From an optimization exercise on the open Yosys and OpenROAD flow, aimed at small area; shortcuts taken in it are not production practice. At most, simulation tests tie the RTL to the original design; equivalence was not proved. No activity file was given, so power comes from the tool's default toggle rates.

==> inputs of exp/fjord <==
// wal_video
module wal_video (
    input  logic        clk,
    input  logic        rst,         
    input  logic        reg_we,
    input  logic [3:0]  reg_addr,    
    input  logic [31:0] reg_wdata,
    output logic [11:0] vram_addr,
    input  logic [31:0] vram_rdata,
    output logic        hs,
    output logic        vs,
    output logic        vde,
    output logic [3:0]  red,
    output logic [3:0]  green,
    output logic [3:0]  blue
);
==> flow/config.mk <==
export PLATFORM = sky130hd
export DESIGN_NAME = wal_video
export DESIGN_NICKNAME = wal_video
export VERILOG_FILES = /design/flow/design.v
export SDC_FILE = /design/flow/constraint.sdc
export NUM_CORES = 4
export LEC_CHECK = 0
export ABC_AREA = 1
export CAP_MARGIN = 5
export CORE_MARGIN = 2
export CORE_UTILIZATION = 40
export CTS_CLUSTER_DIAMETER = 70
export CTS_CLUSTER_SIZE = 24
export PLACE_DENSITY = 0.9
export SLEW_MARGIN = 5
export SYNTH_MEMORY_MAX_BITS = 32768
==> flow/constraint.sdc <==
create_clock -name core_clock -period 18.0 [get_ports {clk}]
set_input_delay 3.6000 -clock core_clock [delete_from_list [all_inputs] [get_ports {clk}]]
set_output_delay 3.6000 -clock core_clock [all_outputs]
set_load 0.01 [all_outputs]
standard.sh (not shown) runs the stock make flow with config.mk's settings and CLKGATE_MAP_FILE= SYNTH_SCRIPT=/design/flow/synth_recipe.tcl, a recipe that flattens the netlist after the stock synthesis.
==> flow/flow/run.sh <==
#!/bin/bash
# Own layout flow: the standard layout (standard.sh), except that
#  - synthesis maps the combinational logic with an area-oriented ABC script
#    (flow/area.script); everything else in synthesis, including the
#    registers, is the standard synthesis (flow/my_synth.tcl is
#    synth_recipe.tcl with the abc call's script swapped);
#  - synthesis leaves adders to ABC instead of mapping them to the
#    library's full/half-adder cells (ADDER_MAP_FILE empty);
#  - port buffers are the smallest buffer (sky130_fd_sc_hd__buf_1);
#  - clock tree synthesis without dummy loads (CTS_ARGS: the standard
#    arguments with CTS_CLUSTER_SIZE / CTS_CLUSTER_DIAMETER from config.mk,
#    plus -dont_use_dummy_load).
set -euo pipefail
W=$(pwd)
F=$W/flow
sed "s#SYNTH_SCRIPT=[^ ]*#SYNTH_SCRIPT=$F/my_synth.tcl#" standard.sh > $W/my_standard.sh
grep -q "SYNTH_SCRIPT=$F/my_synth.tcl" $W/my_standard.sh
export MY_ABC_SCRIPT=$F/area.script
export ADDER_MAP_FILE=
export BUFFER_PORTS_ARGS="-buffer_cell sky130_fd_sc_hd__buf_1"
export CTS_ARGS="-sink_clustering_enable -repair_clock_nets -sink_clustering_size 24 -sink_clustering_max_diameter 70 -dont_use_dummy_load"
bash $W/my_standard.sh finish > $W/flow_make.log 2>&1
==> flow/flow/area.script <==
strash
ifraig
scorr
dc2
dch -f
amap -m -F 2 -A 6
strash
dch -f
amap -m -F 2 -A 6
strash
dch -f
amap -m -F 2 -A 6
topo
==> flow/flow/my_synth.tcl <==
proc synth {args} { yosys synth -nofsm -noshare {*}$args }
proc abc {args} {
  set i [lsearch -exact $args -script]
  if {$i >= 0} { set args [lreplace $args $i [expr {$i+1}] -script $::env(MY_ABC_SCRIPT)] }
  yosys abc {*}$args
}
source $::env(SCRIPTS_DIR)/synth.tcl
# left out here: clear keep_hierarchy, flatten, clean up, hide names made inside functions, write 1_2_yosys.v
==> exp/pepper (differences from exp/fjord) <==
CAP_MARGIN = 0   (was 5)
SLEW_MARGIN = 0   (was 5)
==> run notes <==
Count of clock-buffer cells in the layout is the same in exp/pepper and exp/fjord.
In core utilization, exp/fjord and exp/pepper do not differ.
Critical path depth is the same in exp/fjord and exp/pepper.
In via count, exp/fjord and exp/pepper do not differ.
Sequential power is about the same in exp/fjord and exp/pepper.
In maximum frequency, exp/fjord and exp/pepper do not differ.
First-iteration DRC count is the same in exp/pepper and exp/fjord.
Synthesized cell count is the same in exp/fjord and exp/pepper.
Register-to-register slack is about the same in exp/pepper and exp/fjord.
exp/fjord passed the timing, DRC and antenna checks. exp/pepper completed without violations.
==> figures <==
Status: exp/pepper finished clean; exp/fjord finished clean
Vias after detailed routing: exp/pepper 14,600; exp/fjord 14,600
Endpoint type of the worst setup path: exp/pepper output pin; exp/fjord output pin
Total routed wire length on the met1 layer: exp/pepper 18,000 um; exp/fjord 18,000 um
Routed via count divided by cell count: exp/pepper 6.47; exp/fjord 6.47
Port Buffer Count: exp/pepper 93; exp/fjord 93
Busiest metal layer after global routing: exp/pepper met2; exp/fjord met2
Antenna violations before repair: exp/pepper 0; exp/fjord 0
Yosys reg bits: exp/pepper 250; exp/fjord 250
Critical path capture point: exp/pepper red[0]; exp/fjord red[0]
Worst min path class: exp/pepper reg2reg; exp/fjord reg2reg
Endpoint of the worst hold path: exp/pepper vga.y[9]; exp/fjord vga.y[9]
Standard cell with the maximum stage delay on the critical path: exp/pepper sky130_fd_sc_hd__or4_1; exp/fjord sky130_fd_sc_hd__or4_1
Number of enable-type register cells in the synthesized netlist: exp/pepper 228; exp/fjord 228
Post-CTS Setup Inserts: exp/pepper 0; exp/fjord 0
Fillers: exp/pepper 3,198; exp/fjord 3,198
Final hold violations: exp/pepper 0; exp/fjord 0
Maximum fanout count along the critical path: exp/pepper 19; exp/fjord 19
Comb power frac: exp/pepper 13.4%; exp/fjord 13.4%

---

==> inputs of 08-10 <==
wal_video, a different RTL version from the one above (not shown whole).
==> module color_mapper, before the edit <==
module color_mapper (
    input  logic [9:0]      x,
    input  logic [9:0]      y,
    input  logic [7:0]      scene,
    output logic [11:0]     vram_addr,
    input  logic [31:0]     vram_rdata,
    input  logic [9:0]      hit,       
    input  logic [9:0][2:0] ty,        
    input  logic [9:0][3:0] sxl,       
    input  logic [9:0][4:0] syl,       
    output logic [3:0]      red,
    output logic [3:0]      green,
    output logic [3:0]      blue
);
    logic [9:0] u, v;
    logic [7:0] hi;
    logic       co1, co2, co3;
    rca #(10) a_u (.a({scene[4:0], y[8:4]}), .b(~{1'b0, scene, 1'b0}), .ci(1'b1), .s(u), .co(co1));
    rca #(10) a_v (.a(u), .b({7'd0, x[9:7]}), .ci(1'b0), .s(v), .co(co2));
    rca #(8)  a_h (.a(v[9:2]), .b(u[7:0]), .ci(1'b0), .s(hi), .co(co3));
    assign vram_addr = {hi, v[1:0], x[6:5]};
    logic [6:0] t;
    always_comb begin
        case (x[4:3])
            2'd0: t = vram_rdata[6:0];
            2'd1: t = vram_rdata[14:8];
            2'd2: t = vram_rdata[22:16];
            default: t = vram_rdata[30:24];
        endcase
    end
    logic tfg;
    tile_rom tr (.t(t[3:0]), .y(y[3:0]), .x(x[2:0]), .fg(tfg));
    logic [11:0] tcol;
    always_comb begin
        case (t)
            7'd0, 7'd1: tcol = tfg ? 12'h630 : 12'h000;
            7'd2:       tcol = tfg ? 12'hf00 : 12'ha20;
            7'd3:       tcol = tfg ? 12'h00f : 12'h019;
            7'd4:       tcol = tfg ? 12'hc60 : 12'hf00;
            7'd5:       tcol = tfg ? 12'h0bf : 12'h00f;
            7'd6, 7'd7: tcol = tfg ? 12'h000 : 12'ha30;
            7'd8:       tcol = tfg ? 12'h070 : 12'h330;
            default:    tcol = tfg ? 12'hfff : 12'h000;
        endcase
    end
    logic [9:0] win, prior;
    assign prior[0] = 1'b0;
    for (genvar i = 1; i < 10; i++) begin : g_pri
        assign prior[i] = prior[i-1] | hit[i-1];
    end
    assign win = hit & ~prior;
    logic       any;
    logic [2:0] wty;
    logic [3:0] wsx;
    logic [4:0] wsy;
    always_comb begin
        wty = 3'd0;
        wsx = 4'd0;
        wsy = 5'd0;
        for (int i = 0; i < 10; i++) begin
            wty = wty | (ty[i]  & {3{win[i]}});
            wsx = wsx | (sxl[i] & {4{win[i]}});
            wsy = wsy | (syl[i] & {5{win[i]}});
        end
    end
    assign any = prior[9] | hit[9];
    logic [3:0] dx, c;
    logic [4:0] dy;
    logic [2:0] code;
    logic       cox, coy;
    rca #(4) a_dx (.a(x[3:0]), .b(~wsx), .ci(1'b1), .s(dx), .co(cox));
    rca #(5) a_dy (.a(y[4:0]), .b(~wsy), .ci(1'b1), .s(dy), .co(coy));
    assign c = dx ^ {4{wty[0]}};
    sprite_rom sr (.img(wty[2:1]), .dy(dy), .c(c), .code(code));
    logic        son;
    logic [11:0] scol;
    always_comb begin
        son  = 1'b0;
        scol = 12'h000;
        if (wty[2]) begin
            case (code)
                3'd1: begin son = 1'b1; scol = 12'h000; end
                3'd2: begin son = 1'b1; scol = 12'h1cf; end
                3'd3: begin son = 1'b1; scol = 12'h0af; end
                default: ;
            endcase
        end else begin
            case (code)
                3'd1: begin son = 1'b1; scol = 12'h000; end
                3'd2: begin son = 1'b1; scol = 12'hf40; end
                3'd3: begin son = 1'b1; scol = 12'hf30; end
                3'd4: begin son = 1'b1; scol = 12'hef8; end
                default: ;
            endcase
        end
        if (~any | (~wty[1] & wty[0])) son = 1'b0;
    end
    assign {red, green, blue} = son ? scol : tcol;
endmodule
==> flow/config.mk <==
export PLATFORM = sky130hd
export DESIGN_NAME = wal_video
export DESIGN_NICKNAME = wal_video
export VERILOG_FILES = /design/flow/design.v
export SDC_FILE = /design/flow/constraint.sdc
export NUM_CORES = 4
export LEC_CHECK = 0
export ABC_AREA = 1
export CAP_MARGIN = 20
export CORE_MARGIN = 2
export CORE_UTILIZATION = 40
export SLEW_MARGIN = 20
export SYNTH_MEMORY_MAX_BITS = 32768
==> flow/constraint.sdc <==
create_clock -name core_clock -period 18.0 [get_ports {clk}]
set_input_delay 3.6000 -clock core_clock [delete_from_list [all_inputs] [get_ports {clk}]]
set_output_delay 3.6000 -clock core_clock [all_outputs]
set_load 0.01 [all_outputs]
==> flow/flow/run.sh <==
#!/bin/bash
# Own layout flow: the standard layout (standard.sh), except that
#  - synthesis maps the combinational logic with an area-oriented ABC script
#    (flow/area.script); everything else in synthesis, including the
#    registers, is the standard synthesis (flow/my_synth.tcl is
#    synth_recipe.tcl with the abc call's script swapped);
#  - port buffers are the smallest buffer (sky130_fd_sc_hd__buf_1).
set -euo pipefail
W=$(pwd)
F=$W/flow
sed "s#SYNTH_SCRIPT=[^ ]*#SYNTH_SCRIPT=$F/my_synth.tcl#" standard.sh > $W/my_standard.sh
grep -q "SYNTH_SCRIPT=$F/my_synth.tcl" $W/my_standard.sh
export MY_ABC_SCRIPT=$F/area.script
export BUFFER_PORTS_ARGS="-buffer_cell sky130_fd_sc_hd__buf_1"
bash $W/my_standard.sh finish > $W/flow_make.log 2>&1
==> flow/flow/area.script <==
strash
dch
amap
strash
dch
amap
topo
Scripts as last shown in full above: flow/flow/my_synth.tcl
==> inputs of 09-26, as changes to 08-10 <==
--- a/flow/design.v
+++ b/flow/design.v
@@ -979,2 +979,150 @@
 endmodule
+module colour_out(t, tfg, code, water, act, rgb);
+  input [6:0] t;
+  wire [6:0] t;
+  input tfg;
+  wire tfg;
+  input [2:0] code;
+  wire [2:0] code;
+  input water;
+  wire water;
+  input act;
+  wire act;
+  output [11:0] rgb;
+  wire [11:0] rgb;
+  wire _0_;
+  wire _10_;
+  wire _11_;
+  wire _12_;
+  wire _13_;
+  wire _14_;
+  wire _15_;
+  wire _16_;
+  wire _17_;
+  wire _18_;
+  wire _19_;
+  wire _1_;
+  wire _20_;
+  wire _21_;
+  wire _22_;
+  wire _23_;
+  wire _24_;
+  wire _25_;
+  wire _26_;
+  wire _27_;
+  wire _28_;
+  wire _29_;
+  wire _2_;
+  wire _30_;
+  wire _31_;
+  wire _32_;
+  wire _33_;
+  wire _34_;
+  wire _35_;
+  wire _36_;
+  wire _37_;
+  wire _38_;
+  wire _39_;
+  wire _3_;
+  wire _40_;
+  wire _41_;
+  wire _42_;
+  wire _43_;
+  wire _44_;
+  wire _45_;
+  wire _46_;
+  wire _47_;
+  wire _48_;
+  wire _49_;
+  wire _4_;
+  wire _50_;
+  wire _51_;
+  wire _52_;
+  wire _53_;
+  wire _54_;
+  wire _55_;
+  wire _56_;
+  wire _57_;
+  wire _58_;
+  wire _59_;
+  wire _5_;
+  wire _60_;
+  wire _6_;
+  wire _7_;
+  wire _8_;
+  wire _9_;
+  assign _60_ = 4'h4 >> { _0_, _33_ };
+  assign _59_ = 4'h1 >> { _60_, _23_ };
+  assign rgb[8] = 4'h8 >> { _59_, _7_ };
+  assign _58_ = 4'h2 >> { _5_, tfg };
+  assign _57_ = 4'h2 >> { _58_, _22_ };
+  assign _56_ = 4'h4 >> { _57_, _10_ };
+  assign _55_ = 4'h4 >> { _13_, _28_ };
+  assign _54_ = 4'h1 >> { _55_, _27_ };
+  assign _53_ = 4'h2 >> { _54_, t[0] };
+  assign _52_ = 4'h1 >> { _57_, _15_ };
+  assign _51_ = 4'h1 >> { _52_, _53_ };
+  assign _50_ = 4'h8 >> { code[1], water };
+  assign _49_ = 4'h1 >> { _50_, _22_ };
+  assign rgb[1] = 4'h1 >> { _49_, _51_ };
+  assign _48_ = 4'h4 >> { _56_, _3_ };
+  assign _47_ = 4'h8 >> { _48_, _4_ };
+  assign rgb[0] = 4'he >> { _47_, rgb[1] };
+  assign rgb[3] = 4'he >> { rgb[0], _23_ };
+  assign rgb[7] = 4'h4 >> { rgb[3], _56_ };
+  assign _46_ = 4'h1 >> { _57_, _0_ };
+  assign rgb[6] = 4'h4 >> { _46_, _9_ };
+  assign _45_ = 4'h8 >> code[1:0];
+  assign _44_ = 4'h2 >> { _45_, _34_ };
+  assign rgb[5] = 4'h1 >> { _44_, _48_ };
+  assign _43_ = 4'h4 >> { _4_, _21_ };
+  assign _42_ = 4'h2 >> { _43_, _56_ };
+  assign _41_ = 4'h1 >> { _26_, _34_ };
+  assign _40_ = 4'h8 >> { _0_, _33_ };
+  assign _39_ = 4'h1 >> { _40_, _23_ };
+  assign _38_ = 4'h4 >> { _39_, _41_ };
+  assign rgb[4] = 4'h1 >> { _38_, _42_ };
+  assign _37_ = 4'h2 >> { _3_, _14_ };
+  assign rgb[11] = 4'h1 >> { _37_, _32_ };
+  assign _36_ = 4'h1 >> code[1:0];
+  assign _35_ = 4'h4 >> { act, code[2] };
+  assign _34_ = 4'h4 >> { _35_, _36_ };
+  assign _33_ = 4'h4 >> { code[1], water };
+  assign _32_ = 4'h2 >> { _33_, _34_ };
+  assign _31_ = 4'h1 >> { t[5], t[6] };
+  assign _30_ = 4'h4 >> { _31_, t[4] };
+  assign _29_ = 4'h4 >> { _30_, t[3] };
+  assign _28_ = 4'h4 >> { _29_, t[1] };
+  assign _27_ = 4'h8 >> { _28_, t[2] };
+  assign _26_ = 4'h4 >> { _27_, t[0] };
+  assign _25_ = 4'h4 >> { code[2], water };
+  assign _24_ = 4'h8 >> { _25_, act };
+  assign _23_ = 4'h8 >> { _24_, _36_ };
+  assign _22_ = 4'h1 >> { _23_, _34_ };
+  assign _21_ = 4'h1 >> { t[2], t[0] };
+  assign _20_ = 4'h2 >> { _21_, _29_ };
+  assign _19_ = 4'h4 >> { _21_, t[1] };
+  assign _18_ = 4'h8 >> { _19_, _30_ };
+  assign _17_ = 4'h2 >> { _18_, tfg };
+  assign _16_ = 4'h4 >> { _17_, _20_ };
+  assign _15_ = 4'h2 >> { _16_, _22_ };
+  assign _14_ = 4'h4 >> { _15_, _26_ };
+  assign _13_ = 4'h4 >> { tfg, t[2] };
+  assign _12_ = 4'h8 >> { _13_, _28_ };
+  assign _11_ = 4'h2 >> { _12_, _14_ };
+  assign rgb[10] = 4'h1 >> { _11_, _32_ };
+  assign _10_ = 4'h8 >> { _18_, t[3] };
+  assign _9_ = 4'h2 >> { _10_, _14_ };
+  assign _8_ = 4'h8 >> { _15_, tfg };
+  assign _7_ = 4'h1 >> { _8_, _9_ };
+  assign _6_ = 4'h2 >> { t[2], t[0] };
+  assign _5_ = 4'h8 >> { _29_, t[1] };
+  assign _4_ = 4'h4 >> { _5_, tfg };
+  assign _3_ = 4'h4 >> { _4_, _6_ };
+  assign _2_ = 4'h1 >> { _3_, _12_ };
+  assign _1_ = 4'h4 >> { _2_, _7_ };
+  assign rgb[9] = 4'h1 >> { _1_, _32_ };
+  assign _0_ = 4'h8 >> { _35_, code[0] };
+  assign rgb[2] = rgb[1];
+endmodule
 module tile_rom(t, y, x, fg);
@@ -1343,15 +1491,2 @@
     tile_rom tr (.t(t[3:0]), .y(y[3:0]), .x(x[2:0]), .fg(tfg));
-    logic [11:0] tcol;
-    always_comb begin
-        case (t)
-            7'd0, 7'd1: tcol = tfg ? 12'h630 : 12'h000;
-            7'd2:       tcol = tfg ? 12'hf00 : 12'ha20;
-            7'd3:       tcol = tfg ? 12'h00f : 12'h019;
-            7'd4:       tcol = tfg ? 12'hc60 : 12'hf00;
-            7'd5:       tcol = tfg ? 12'h0bf : 12'h00f;
-            7'd6, 7'd7: tcol = tfg ? 12'h000 : 12'ha30;
-            7'd8:       tcol = tfg ? 12'h070 : 12'h330;
-            default:    tcol = tfg ? 12'hfff : 12'h000;
-        endcase
-    end
     logic [9:0] win, prior;
@@ -1385,26 +1520,7 @@
     sprite_rom sr (.img(wty[2:1]), .dy(dy), .c(c), .code(code));
-    logic        son;
-    logic [11:0] scol;
-    always_comb begin
-        son  = 1'b0;
-        scol = 12'h000;
-        if (wty[2]) begin
-            case (code)
-                3'd1: begin son = 1'b1; scol = 12'h000; end
-                3'd2: begin son = 1'b1; scol = 12'h1cf; end
-                3'd3: begin son = 1'b1; scol = 12'h0af; end
-                default: ;
-            endcase
-        end else begin
-            case (code)
-                3'd1: begin son = 1'b1; scol = 12'h000; end
-                3'd2: begin son = 1'b1; scol = 12'hf40; end
-                3'd3: begin son = 1'b1; scol = 12'hf30; end
-                3'd4: begin son = 1'b1; scol = 12'hef8; end
-                default: ;
-            endcase
-        end
-        if (~any | (~wty[1] & wty[0])) son = 1'b0;
-    end
-    assign {red, green, blue} = son ? scol : tcol;
+    colour_out co (
+        .t(t), .tfg(tfg), .code(code), .water(wty[2]),
+        .act(any & ~(~wty[1] & wty[0])),    
+        .rgb({red, green, blue})
+    );
 endmodule
--- a/flow/flow/run.sh
+++ b/flow/flow/run.sh
@@ -6,2 +6,4 @@
 #    synth_recipe.tcl with the abc call's script swapped);
+#  - synthesis leaves adders to ABC instead of mapping them to the
+#    library's full/half-adder cells (ADDER_MAP_FILE empty);
 #  - port buffers are the smallest buffer (sky130_fd_sc_hd__buf_1).
@@ -13,2 +15,3 @@
 export MY_ABC_SCRIPT=$F/area.script
+export ADDER_MAP_FILE=
 export BUFFER_PORTS_ARGS="-buffer_cell sky130_fd_sc_hd__buf_1"
==> flow/flow/area.script (replaced) <==
strash
ifraig
scorr
dc2
dch -f
amap -m -F 2 -A 6
strash
dch -f
amap -m -F 2 -A 6
topo
Settings changed: CAP_MARGIN 20 to 0, CTS_CLUSTER_DIAMETER from default to 70, CTS_CLUSTER_SIZE from default to 24, SLEW_MARGIN 20 to 0.
==> qor summary <==
	09-26	08-10
Met1 usage in global routing	40.1%	37.5%
Power per Cell Area	77.3 nW/um^2	79.6 nW/um^2
Fraction of area in clock buffers and inverters	3.74%	5.13%
Chip height	197 um	200 um
Outcome	no timing/DRC/antenna violations	no timing/DRC/antenna violations
Number of standard-cell rows in the floorplan	70	71
Min Tclk post-route	16.14 ns	16.41 ns
Worst Hold Endpoint	fy[3]	fy[5]
Vias in the first global route	13161	13031
CP Data Arrival Time	12.54 ns	12.81 ns
Period utilisation layout	89.7%	91.2%
N_diodes	0	2
Total routing resource utilization after global routing	27.5%	25.9%
#MultiIn Comb	1144	1061
For 09-26, only the layout was checked, not whether the RTL still works.

==> port drivers added, routing unchanged <==
No port has a modelled driver above. Below, the same layouts with a new extraction and two added sets of constraints. Step 1: set_driving_cell puts a clkbuf_16 on clk and a buf_2 on each other input, an assumption about the parent block. Step 2 adds t to the input delays and takes it off the output delays; t is the mean of the earliest and latest rising clock arrival at the registers after step 1. Input paths then give back, and output paths get back, about the clock's delay inside the block. a / b / c = ideal ports / drivers / drivers and shift; a / b = the first two.
run | t (ns) | slack for setup (ns) | cell pins on the clock port's net
exp/fjord | 0.527 | 0.955 / 0.912 / 1.439 | 1
exp/pepper | 0.527 | 0.955 / 0.912 / 1.439 | 1
08-10 | 0.610 | 1.590 / 1.541 / 2.151 | 1
09-26 | 0.562 | 1.856 / 1.807 / 2.370 | 1
After both steps setup and hold are still met in every run listed.
